From an optimization exercise on the open Yosys and OpenROAD flow, aimed at small area; shortcuts taken in it are not production practice. Function was checked by simulation only, so behaviour that the tests miss may differ from the original. Power figures rest on the tool's default switching activity, not on a simulated workload.

## design/flow/config.mk

```make
export PLATFORM = sky130hd
export DESIGN_NAME = top
export DESIGN_NICKNAME = top
export VERILOG_FILES = /design/flow/design.v
export SDC_FILE = /design/flow/constraint.sdc
export NUM_CORES = 4
export LEC_CHECK = 0
export CAP_MARGIN = 20
export CORE_MARGIN = 2
export CORE_UTILIZATION = 40
export SLEW_MARGIN = 20
```

## design/flow/run.sh

```bash
#!/bin/bash
# synth_recipe.tcl (not shown) runs the flow's synth.tcl, then flattens the netlist and writes it again
# the make line also repeats each setting of config.mk as NAME=value (left out here)
make -C /OpenROAD-flow-scripts/flow DESIGN_CONFIG=/design/flow/config.mk WORK_HOME=/design/flow/orfs CLKGATE_MAP_FILE= SYNTH_SCRIPT=/design/flow/synth_recipe.tcl finish
```

## design/flow/constraint.sdc

```tcl
create_clock -name core_clock -period 10.0 [get_ports {clk}]
set_input_delay 2.0000 -clock core_clock [delete_from_list [all_inputs] [get_ports {clk}]]
set_output_delay 2.0000 -clock core_clock [all_outputs]
set_load 0.01 [all_outputs]
```

## design/flow/design.v

```verilog
module i2c
	(	
		i_clk,
		i_rst,
		i_RW,
		i_start,
		i_opcode,
		i_sda,
		o_sda,
		o_sda_oe,
		o_scl,
		o_data,
		o_tick_done,
		o_busy
	);
	input					i_clk;
	input					i_rst;
	input					i_RW;
	input					i_start;
	input		[7:0]		i_opcode;
	input					i_sda;
	output				o_sda;
	output				o_sda_oe;
	output				o_scl;
	output	[15:0]	o_data;
	output				o_tick_done;
	output				o_busy;
	parameter			s_ready				= 0;
	parameter 			s_start 				= 1;
	parameter			s_address			= 2;
	parameter			s_slave_ack1		= 3;
	parameter			s_opcode				= 4;
	parameter			s_slave_ack2		= 5;
	parameter			s_master_ack		= 6;
	parameter			s_master_nack		= 7;
	parameter			s_read_h_byte		= 8;
	parameter			s_read_l_byte		= 9;
	parameter			s_stop				= 10;
	parameter			s_idle				= 11;
	parameter			p_devider			= 500;
	parameter			p_ADDRESS			= 7'b010_0011;
	parameter			p_WRITE				= 1'b0;
	parameter			p_READ				= 1'b1;
	reg	[3:0]			r_state;
	reg 	[8:0]			r_clk_count;
	reg					r_sda;
	reg					r_scl;
	reg					r_sda_en;
	reg					r_scl_en;
	reg					r_tick_done;
	reg 					r_RW;
	reg	[2:0]			r_bit_index;
	reg 	[7:0]			r_address_buf;
	reg	[7:0]			r_opcode_buf;
	reg	[15:0]		r_data_buf;
	reg					r_ack_flag;
	reg					r_start;
	reg					r_busy;
	assign o_sda = r_sda;
	assign o_sda_oe = r_sda_en;			 
	assign o_scl = r_scl_en ? r_scl : 1'b1;
	assign o_data = r_data_buf;
	assign o_tick_done = r_tick_done;
	assign o_busy = r_busy;
	always @(posedge i_clk)
		begin
			if(i_rst == 0)
				begin
					r_tick_done <= 0;
					r_clk_count	<= 0;
					r_address_buf <= 0;
					r_opcode_buf <= 0;
					r_data_buf <= 0;
					r_start <= 0;
					r_busy <= 0;
					r_state <= s_idle;
					r_sda <= 1;
					r_scl <= 1;
					r_sda_en <= 1;
					r_scl_en <= 1;
					r_RW <= 0;
					r_bit_index <= 7;
					r_ack_flag <= 0;
				end
			else
				begin
					case(r_state)
						s_ready:
							begin
								r_clk_count <= 0;
								r_tick_done <= 0;
								r_RW <= i_RW;
								r_scl	<= 1;
								r_sda <= 1;
								r_sda_en <= 1;
								r_scl_en <= 1;
								r_state <= s_start;
								r_busy <= 1;
								if(i_RW)
									r_address_buf <= {p_ADDRESS, p_READ};
								else
									begin
										r_address_buf <= {p_ADDRESS, p_WRITE};
										r_opcode_buf <= i_opcode;
									end
							end
						s_start:
							begin
								r_clk_count <= r_clk_count + 1;
								if(r_clk_count == 0)
									r_sda <= 0;
								else if(r_clk_count == p_devider/4 - 1)
									r_scl <= 0;
								else if(r_clk_count == p_devider/2 - 1)
									begin
										r_clk_count <= 0;
										r_state <= s_address;
									end
							end
						s_address:
							begin
								r_clk_count <= r_clk_count + 1;
								if(r_clk_count == 0)
									r_sda <= r_address_buf[r_bit_index];
								else if(r_clk_count == p_devider/4 - 1)
									r_scl <= 1;
								else if(r_clk_count == p_devider*3/4 - 1)
									r_scl <= 0;
								else if(r_clk_count == p_devider*4/5 - 1)
									r_sda <= 0;
								else if(r_clk_count == p_devider - 1)
									begin
										r_clk_count <= 0;
										if(r_bit_index > 0)
											begin
												r_bit_index <= r_bit_index - 1;
												r_state <= s_address;
											end
										else
											begin
												r_bit_index <= 7;
												r_sda_en <= 0;
												r_state <= s_slave_ack1;
											end
									end
							end
						s_slave_ack1:
							begin
								r_clk_count <= r_clk_count + 1;
								if(r_clk_count == p_devider/4 - 1)
									r_scl <= 1;
								else if(r_clk_count == p_devider*3/4 - 1)
									r_scl <= 0;
								else if(r_clk_count == p_devider - 1)
									begin
										if(r_ack_flag)
											begin
												r_ack_flag <= 0;
												r_clk_count <= 0;
												if(r_address_buf[0] == 0)
													begin
														r_state <= s_opcode;
														r_sda_en <= 1;
													end
												else
													begin
														r_state <= s_read_h_byte;
														r_sda_en <= 0;
													end
											end
										else
											begin
												r_clk_count <= p_devider*3/4;
												r_state <= s_slave_ack1;
											end
									end
								else if(r_clk_count > p_devider/4 - 1)
									begin
										if(i_sda == 0)
											r_ack_flag <= 1;
										else
											r_ack_flag <= r_ack_flag;
									end							
							end
						s_opcode:
							begin
								r_clk_count <= r_clk_count + 1;
								if(r_clk_count == 0)
									r_sda <= r_opcode_buf[r_bit_index];
								else if(r_clk_count == p_devider/4 - 1)
									r_scl <= 1;
								else if(r_clk_count == p_devider*3/4 - 1)
									r_scl <= 0;
								else if(r_clk_count == p_devider*4/5 - 1)
									r_sda <= 0;
								else if(r_clk_count == p_devider - 1)
									begin
										r_clk_count <= 0;
										if(r_bit_index > 0)
											begin
												r_bit_index <= r_bit_index - 1;
												r_state <= s_opcode;
											end
										else
											begin
												r_bit_index <= 7;
												r_sda_en <= 0;
												r_state <= s_slave_ack2;
											end
									end
							end
						s_slave_ack2:
							begin
								r_clk_count <= r_clk_count + 1;
								if(r_clk_count == p_devider/4 - 1)
									r_scl <= 1;
								else if(r_clk_count == p_devider*3/4 - 1)
									r_scl <= 0;
								else if(r_clk_count == p_devider - 1)
									begin
										if(r_ack_flag)
											begin
												r_ack_flag <= 0;
												r_clk_count <= 0;
												r_sda_en <= 1;
												r_state <= s_stop;
											end
										else
											begin
												r_clk_count <= p_devider*3/4;
												r_state <= s_slave_ack2;
											end
									end
								else if(r_clk_count > p_devider/4 - 1)
									begin
										if(i_sda == 0)
											r_ack_flag <= 1;
										else
											r_ack_flag <= r_ack_flag;
									end							
							end
						s_read_h_byte:
							begin
								r_clk_count <= r_clk_count + 1;
								if(r_clk_count == p_devider/4 - 1)
									r_scl <= 1;
								else if(r_clk_count == p_devider/2 - 1)
									r_data_buf[r_bit_index + 8] <= i_sda;
								else if(r_clk_count == p_devider*3/4 - 1)
									r_scl <= 0;
								else if(r_clk_count == p_devider - 1)
									begin
										r_clk_count <= 0;
										if(r_bit_index > 0)
											begin
												r_bit_index <= r_bit_index - 1;
												r_state <= s_read_h_byte;
											end
										else
											begin
												r_bit_index <= 7;
												r_sda_en <= 1;
												r_state <= s_master_ack;
											end
									end
							end
						s_master_ack:
							begin	
								r_clk_count <= r_clk_count + 1;
								if(r_clk_count == 0)
									r_sda <= 0;
								else if(r_clk_count == p_devider/4 - 1)
									r_scl <= 1;
								else if(r_clk_count == p_devider*3/4 - 1)
									r_scl <= 0;
								else if(r_clk_count == p_devider - 1)
									begin
										r_clk_count <= 0;
										r_sda_en <= 0;
										r_state <= s_read_l_byte;
									end
							end
						s_read_l_byte:
							begin
								r_clk_count <= r_clk_count + 1;
								if(r_clk_count == p_devider/4 - 1)
									r_scl <= 1;
								else if(r_clk_count == p_devider/2 - 1)
									r_data_buf[r_bit_index] <= i_sda;
								else if(r_clk_count == p_devider*3/4 - 1)
									r_scl <= 0;
								else if(r_clk_count == p_devider - 1)
									begin
										r_clk_count <= 0;
										if(r_bit_index > 0)
											begin
												r_bit_index <= r_bit_index - 1;
												r_state <= s_read_l_byte;
											end
										else
											begin
												r_bit_index <= 7;
												r_sda_en <= 1;
												r_state <= s_master_nack;
											end
									end
							end
						s_master_nack:
							begin
								r_clk_count <= r_clk_count + 1;
								if(r_clk_count == 0)
									r_sda <= 1;
								else if(r_clk_count == p_devider/4 - 1)
									r_scl <= 1;
								else if(r_clk_count == p_devider*3/4 - 1)
									r_scl <= 0;
								else if(r_clk_count == p_devider - 1)
									begin
										r_clk_count <= 0;
										r_sda_en <= 1;
										r_state <= s_stop;
									end
							end
						s_stop:
							begin
								r_clk_count <= r_clk_count + 1;
								if(r_clk_count == 0)
									r_sda <= 0;
								if(r_clk_count == p_devider/4 - 1)
									r_scl <= 1;
								if(r_clk_count == p_devider/2 - 1)
									begin
										r_sda <= 1;
										r_tick_done <= 1;
										r_clk_count <= 0;
										r_state <= s_idle;
									end
							end
						s_idle:
							begin
								r_tick_done <= 0;
								r_busy <= 0;
								r_start <= i_start;
								r_clk_count <= r_clk_count + 1;
								if(r_clk_count < p_devider - 1)
									r_state <= s_idle;
								else
									begin
										if(r_start)
											r_state <= s_ready;
										else
											r_state <= s_idle;
									end	
							end
					endcase
				end
		end
endmodule
module bh1750_i2c(
	i_clk,
	i_rst,
	i_sda,
	o_sda,
	o_sda_oe,
	o_scl,
	o_data,
	o_tick_done
);
	input 			i_clk;
	input			i_rst;
	input 			i_sda;
	output			o_sda;
	output			o_sda_oe;
	output			o_scl;
	output	[15:0] 	o_data;
	output			o_tick_done;
	parameter			s_power_down		= 0;
	parameter			s_power_on			= 1;
	parameter			s_reg_reset			= 2;
	parameter			s_command			= 3;
	parameter			s_measure			= 4;
	parameter			s_read_data			= 5;
	parameter			s_idle				= 6;
	parameter			p_POWER_DOWN		= 8'b0000_0000;
	parameter			p_POWER_ON			= 8'b0000_0001;
	parameter			p_RESET				= 8'b0000_0111;
	parameter			p_ONE_TIME_H		= 8'b0010_0000;
	parameter			t_200ms		= 50_000;
	parameter			t_1s		= 250_000;
	reg	[2:0]			r_state;
	reg	[31:0]		    r_clk_count;
	reg	[7:0]			r_opcode;
	reg					r_RW;
	reg					r_start;
	reg					r_tick_done;
	wire				w_busy;
	wire				w_tick_done;
	wire	[15:0]		w_data;
	i2c U0(
		.i_clk(i_clk),
		.i_rst(i_rst),
		.i_RW(r_RW),
		.i_start(r_start),
		.i_opcode(r_opcode),
		.i_sda(i_sda),
		.o_sda(o_sda),
		.o_sda_oe(o_sda_oe),
		.o_scl(o_scl),
		.o_data(w_data),
		.o_tick_done(w_tick_done),
		.o_busy(w_busy)
	);
	assign o_data = w_data;
	assign o_tick_done = r_tick_done;
	always @(posedge i_clk)
		begin
			if(i_rst == 0)
				begin
					r_state <= s_power_down;
					r_opcode <= p_POWER_DOWN;
					r_clk_count <= 0;
					r_tick_done <= 0;
					r_RW <= 0;
					r_start <= 0;
				end
			else
				begin
					case(r_state)
						s_power_down:
							begin
								r_opcode <= p_POWER_DOWN;
								r_RW <= 0;
								if(w_busy == 0)
									r_start <= 1;
								else if(w_busy == 1)
									r_start <= 0;	
								if(w_tick_done == 1)
									r_state <= s_power_on;
								else
									r_state <= s_power_down;
							end
						s_power_on:
							begin
								r_opcode <= p_POWER_ON;
								r_RW <= 0;
								if(w_busy == 0)
									r_start <= 1;
								else if(w_busy == 1)
									r_start <= 0;	
								if(w_tick_done == 1)
									r_state <= s_reg_reset;
								else
									r_state <= s_power_on;
							end
						s_reg_reset:
							begin
								r_opcode <= p_RESET;
								r_RW <= 0;
								if(w_busy == 0)
									r_start <= 1;
								else if(w_busy == 1)
									r_start <= 0;	
								if(w_tick_done == 1)
									r_state <= s_command;
								else
									r_state <= s_reg_reset;
							end
						s_command:
							begin
								r_opcode <= p_ONE_TIME_H;
								r_RW <= 0;
								if(w_busy == 0)
									r_start <= 1;
								else if(w_busy == 1)
									r_start <= 0;	
								if(w_tick_done == 1)
									r_state <= s_measure;
								else
									r_state <= s_command;
							end
						s_measure:
							begin
								r_clk_count <= r_clk_count + 1;
								if(r_clk_count == t_200ms - 1)
									begin
										r_state <= s_read_data;
										r_clk_count <= 0;
									end
								else
									r_state <= s_measure;
							end
						s_read_data:
							begin
								r_RW <= 1;
								if(w_busy == 0)
									r_start <= 1;
								else if(w_busy == 1)
									r_start <= 0;	
								if(w_tick_done == 1)
									begin
										r_state <= s_idle;
										r_tick_done <= 1;
									end
								else
									r_state <= s_read_data;
							end
						s_idle:
							begin
								r_clk_count <= r_clk_count + 1;
								r_start <= 0;
								if(r_clk_count == t_1s - 1)
									begin
										r_tick_done <= 0;
										r_state <= s_power_down;
										r_clk_count <= 0;
									end
								else
									r_state <= s_idle;
							end
					endcase
				end
		end
endmodule
module i2c_control #(
    parameter CLK_FREQ = 25_000_000
) (
    input  logic clk,
    input  logic rst_n,
    input  logic [7:0] sda_i,
    output logic [7:0] sda_o,
    output logic [7:0] sda_oe,
    output logic [7:0] scl,
    output logic [127:0] data_o
);
    parameter TWO_SECONDS = 2 * CLK_FREQ;  
    logic [15:0] bh1750_data [8];
    logic [7:0]  bh1750_tick_done;
    genvar i;
    generate
        for (i = 0; i < 8; i = i + 1) begin : g_bh1750
            bh1750_i2c U (
                .i_clk       (clk),
                .i_rst       (rst_n),
                .i_sda       (sda_i[i]),
                .o_sda       (sda_o[i]),
                .o_sda_oe    (sda_oe[i]),
                .o_scl       (scl[i]),
                .o_data      (bh1750_data[i]),
                .o_tick_done (bh1750_tick_done[i])
            );
        end
    endgenerate
    logic [127:0] data_buffer_reg;
    always_ff @(posedge clk) begin
        if (!rst_n) begin
            data_buffer_reg <= 128'h0;
        end else begin
            if (bh1750_tick_done[0]) data_buffer_reg[15:0]   <= bh1750_data[0];
            if (bh1750_tick_done[1]) data_buffer_reg[31:16]  <= bh1750_data[1];
            if (bh1750_tick_done[2]) data_buffer_reg[47:32]  <= bh1750_data[2];
            if (bh1750_tick_done[3]) data_buffer_reg[63:48]  <= bh1750_data[3];
            if (bh1750_tick_done[4]) data_buffer_reg[79:64]  <= bh1750_data[4];
            if (bh1750_tick_done[5]) data_buffer_reg[95:80]  <= bh1750_data[5];
            if (bh1750_tick_done[6]) data_buffer_reg[111:96] <= bh1750_data[6];
            if (bh1750_tick_done[7]) data_buffer_reg[127:112]<= bh1750_data[7];
        end
    end
    assign data_o = data_buffer_reg;
endmodule
module top (
    input  logic clk,
    input  logic rst,
    output logic builtin_led,
    input  logic [7:0] sda_i,
    output logic [7:0] sda_o,
    output logic [7:0] sda_oe,
    output logic [7:0] scl,
    output logic [127:0] lux_data
);
    localparam SECOND       = 250_000;
    logic [31:0] counter;
    logic rst_n;
    assign rst_n = ~rst;
    always_ff @(posedge clk) begin
        if (rst) begin
            counter     <= 0;
            builtin_led <= 0;
        end else if(counter < SECOND) begin
            counter <= counter + 1;
        end else begin
            builtin_led <= ~builtin_led;
            counter     <= 0;
        end
    end
    i2c_control #(
        .CLK_FREQ             (25_000_000)
    ) u_i2c_control (
        .clk                  (clk),
        .rst_n                (rst_n),
        .sda_i                (sda_i),
        .sda_o                (sda_o),
        .sda_oe               (sda_oe),
        .scl                  (scl),
        .data_o               (lux_data)
    );
endmodule
```

==> results_tabular.tex <==
\begin{tabular}{lr}
\hline
Metric & Value \\
\hline
\multicolumn{2}{l}{\textbf{Final layout}} \\
Layout Nets & 5,534 \\
Layout-stage area growth over the synthesis result & 12.5\% \\
Summed area of non-filler cells in the final layout & 49,400 sq um \\
Number of flip-flops under the largest register name & 256 \\
Filler instances & 10,700 \\
Antenna Cells & 0 \\
Proportion of layout cells with a drive suffix above 1 & 5.31\% \\
Utilization after layout & 45.4\% \\
\multicolumn{2}{l}{\textbf{Clock tree}} \\
Root Driver & clkbuf\_16 \\
Resized Gates After CTS & 0 \\
Worst skew pair latency & 0.66 ns \\
Clock edge transition at the registers on the reported setup and hold paths & 0.06 ns \\
CTS Buffer Depth & 3 \\
Number of buffers inserted during clock tree synthesis & 97 \\
Clock Sink Count & 841 \\
Clock H-tree levels & 3 \\
Post-CTS Hold Fix Bufs & 0 \\
CTS tree & done \\
Setup Fix Bufs, Post-CTS & 0 \\
\multicolumn{2}{l}{\textbf{Synth}} \\
Area of the mapped netlist & 43,900 sq um \\
Top cell types by occurrence after synthesis & nor2\_1 (859), dfxtp\_1 (841), nand2\_1 (504) \\
Mean area per synthesized cell & 8.00 sq um \\
Most frequent cell after synthesis & nor2\_1 \\
Synth Flop Type & dfxtp\_1 \\
EDFF count, synth & 0 \\
Async set-reset flop share out of synthesis & 0\% \\
Cell variety after synth & 107 \\
Yosys Warn Count & 5 \\
Biggest area contributors in the synthesized netlist & dfxtp\_1 (38\%), nor2\_1 (7.3\%), nand2\_1 (4.3\%), mux2i\_1 (4.2\%), a21oi\_1 (3.6\%) \\
Synthesized netlist cell count & 5,490 \\
Cell accounting for the most synthesized area & dfxtp\_1 \\
Proportion of synthesized chip area in sequential cells & 38.3\% \\
Portion of synthesized cell area occupied by the leading cell type & 38.3\% \\
Post-synthesis register bit count & 841 \\
\multicolumn{2}{l}{\textbf{STA}} \\
Final Hold Vio Count & 0 \\
Count of endpoints failing setup in the final report & 0 \\
Slack of the critical path & 5.71 ns \\
Setup clock skew after layout & 0.0206 ns \\
Unrepaired setup endpoints after global routing & no \\
Tcrit/Tclk final & 42.9\% \\
Measured slew at the worst slew-check pin & 1.09 ns \\
Minimum period implied by the final worst setup slack & 4.29 ns \\
Aggregate negative setup slack & 0 ns \\
Slew margin rel. & 27.2\% \\
Max Freq & 0.233 GHz \\
Final count of pins violating max slew & 0 \\
Worst slack on hold paths & 0.451 ns \\
\multicolumn{2}{l}{\textbf{Power}} \\
Peak supply drop & 0.129 mV \\
Power density over the cells & 194 nW/um\^{}2 \\
Internal cell power & 6.53 mW \\
Net Sw Power & 3.04 mW \\
Leakage & 17.2 nW \\
Combinational share of power & 22.3\% \\
Net switching fraction of the power & 31.8\% \\
Proportion of power drawn by the clock network & 38.4\% \\
Share of total power in sequential cells & 39.3\% \\
\multicolumn{2}{l}{\textbf{Hold path}} \\
Hold Path Depth & 2 \\
Worst hold path type & register to register \\
Startpoint of the lowest-slack hold path & u\_i2c\_control.g\_bh1750[0].U.r\_opcode[5]\$\_SDFFE\_PP0P\_ \\
\multicolumn{2}{l}{\textbf{Global route}} \\
GR Util met2 & 29.3\% \\
Global routing usage on met1 & 26.3\% \\
Total congestion overflow after global routing & 0 \\
GRT Total Usage & 18.5\% \\
Busiest layer in global routing & met2 \\
Maximum number of pins on one net before global-route repair & 162 \\
Met3 GRT Util & 2.39\% \\
First-pass GRT wire length & 180 mm \\
Antenna violations before repair & 0 \\
Vias in the first global route & 35,300 \\
\multicolumn{2}{l}{\textbf{Route}} \\
Count of TritonRoute iterations in the first routing pass & 6 \\
Antenna violation net count after detailed routing & 0 \\
Count of unresolved DRC violations after routing & 0 \\
Routed vias/inst & 5.56 \\
Routed WL per cell & 15.6 um \\
1st-iter DRT viols & 2,893 \\
Detailed-route wire length & 108 mm \\
Overall via count from detail\_route & 38,500 \\
\multicolumn{2}{l}{\textbf{Place}} \\
Placed wire-length estimate & 73.1 mm \\
Routability cong. & 0.877 \\
Number of port buffers & 162 \\
Setup slack at placement & 5.01 ns \\
Instance area after placement & 46,000 sq um \\
\multicolumn{2}{l}{\textbf{Die}} \\
Die extent in x & 335 um \\
Rows & 121 \\
Total I/O pin count & 163 \\
Die extent in y & 335 um \\
Total core area & 109,000 sq um \\
Starting density of the core & 40.3\% \\
Die Area & 112,000 sq um \\
\multicolumn{2}{l}{\textbf{Critical path}} \\
Class of the most critical setup path & input port to register \\
Reg2reg path depth & 9 \\
Type of origin of the critical path & input port \\
Data arrival at the endpoint of the critical path & 4.86 ns \\
Required time reported for the critical path endpoint & 10.56 ns \\
Launching instance or port of the critical path & rst \\
Launching point of the worst reg2reg path & u\_i2c\_control.g\_bh1750[4].U.U0.r\_bit\_index[0]\$\_SDFFE\_PP1P\_ \\
Nature of the critical path endpoint & register \\
Critical Path Fanout Max & 98 \\
\multicolumn{2}{l}{\textbf{Status}} \\
Outcome & finished clean \\
\multicolumn{2}{l}{\textbf{Run}} \\
\# Max-Cap Violations & 0 \\
\hline
\end{tabular}
metrics by stage:
stage | instances | power (mW)
3_3_place_gp | 6747 | 5.93
6_report | 6928 | 9.58
2_1_floorplan | 5503 | 5.45
3_5_place_dp | 6747 | 5.93
5_1_grt | 6928 | 10.1
4_1_cts | 6928 | 9.66
worst max-delay path, cell delays in order:
cell and delay (ns):
buf_8 0.22, inv_4 0.70, buf_4 0.68, nand2_1 0.77, nor2_1 0.29
layout by cell type (no fill, tap or decap), drive strengths merged, types with 18 or more instances in the layout:
cell type	netlist	final
a211oi	40	40
a21o	18	18
a21oi	317	317
a22oi	72	72
a311oi	20	20
a31oi	81	81
and2	45	45
and3	80	80
and4	38	38
buf	105	25
clkbuf	251	139
clkdlybuf4s50	0	161
clkinv	4	28
dfxtp	841	841
ha	92	92
inv	130	133
mux2i	185	185
nand2	504	504
nand2b	62	62
nand3	245	245
nand3b	20	20
nand4	113	113
nor2	859	859
nor2b	55	55
nor3	156	156
nor3b	33	33
nor4	105	105
o211ai	44	44
o21ai	223	223
o22ai	25	25
o31ai	35	35
or2	23	23
or3	44	44
or4	23	23
xnor2	113	113
xor2	176	176
final timing paths:
path	end	slack, ns
min reg2reg	u_i2c_control.g_bh1750[0].U.U0.r_opcode_buf[5]$_SDFFE_PP0P_	0.45
max	u_i2c_control.g_bh1750[4].U.r_clk_count[14]$_SDFFE_PP0P_	5.71
max reg2reg	u_i2c_control.g_bh1750[4].U.U0.r_data_buf[2]$_SDFFE_PP0P_	6.79
min	u_i2c_control.g_bh1750[0].U.U0.r_opcode_buf[5]$_SDFFE_PP0P_	0.45
power groups by stage:
| stage | logic, mW | clock network (mW) | registers, mW |
|---|---|---|---|
| floorplan | 1.82 | 0 | 3.63 |
| global placement | 2.10 | 0 | 3.83 |
| detailed placement | 2.10 | 0 | 3.83 |
| CTS | 2.11 | 3.79 | 3.76 |
| global route | 2.37 | 3.92 | 3.80 |
| finish | 2.14 | 3.67 | 3.77 |
layout make-up:
class	count	area (sq um)	share of cell area, %
Timing Repair Buffer	186	1820	3.68
Clock buffer	139	2890	5.85
Multi-Input combinational cell	4172	25100	50.8
Inverter	134	505	1.02
Clock inverter	42	477	0.965
Tap cell	1414	1770	3.58
Sequential cell	841	16800	34.1
cell families (layout without fill, tap and decap cells):
group                    after synthesis  after routing  share of synthesized area (%)
AO/OA/AOI/OAI                       1095           1095                           16.3
other                                  1             14                        0.00854
buffers and inverters                490            501                           4.66
adder cells (fa/ha/maj)               93             93                           2.64
flip-flops                           841            841                           38.3
multiplexers                         194            194                           4.45
AND/OR/NAND/NOR                     2487           2487                           27.9
XOR/XNOR                             289            289                           5.76
routing by layer:
layer / up-vias / part of all wire, %
li1: 19500 / -
met1: 18100 / 49
met2: 853 / 45
met3: 134 / 4.4
met4: 0 / 1.8
met5: - / 0

[re-timing with driven ports]
The results above use ideal ports. As a check the final layout listed here was re-extracted and re-timed, cells and wires unchanged. Step 1 assumes that a clkbuf_16 drives the clock port and a buf_2 every other input. Step 2 times the ports against the registers' clock, not the clock port: input delays grow and output delays shrink by t, the midpoint of the rising clock arrivals with the driver on. Slacks: ideal / step 1 / step 2; pairs: ideal / step 1.
shift t [ns]: 0.718
setup WS [ns]: 5.707 / 5.735 / 5.016
cell pins on the clock port's net: 1
After both steps this run still meets setup and hold. For this run, drivers alone change the setup slack by +0.028 ns; drivers and shift together by -0.691 ns.
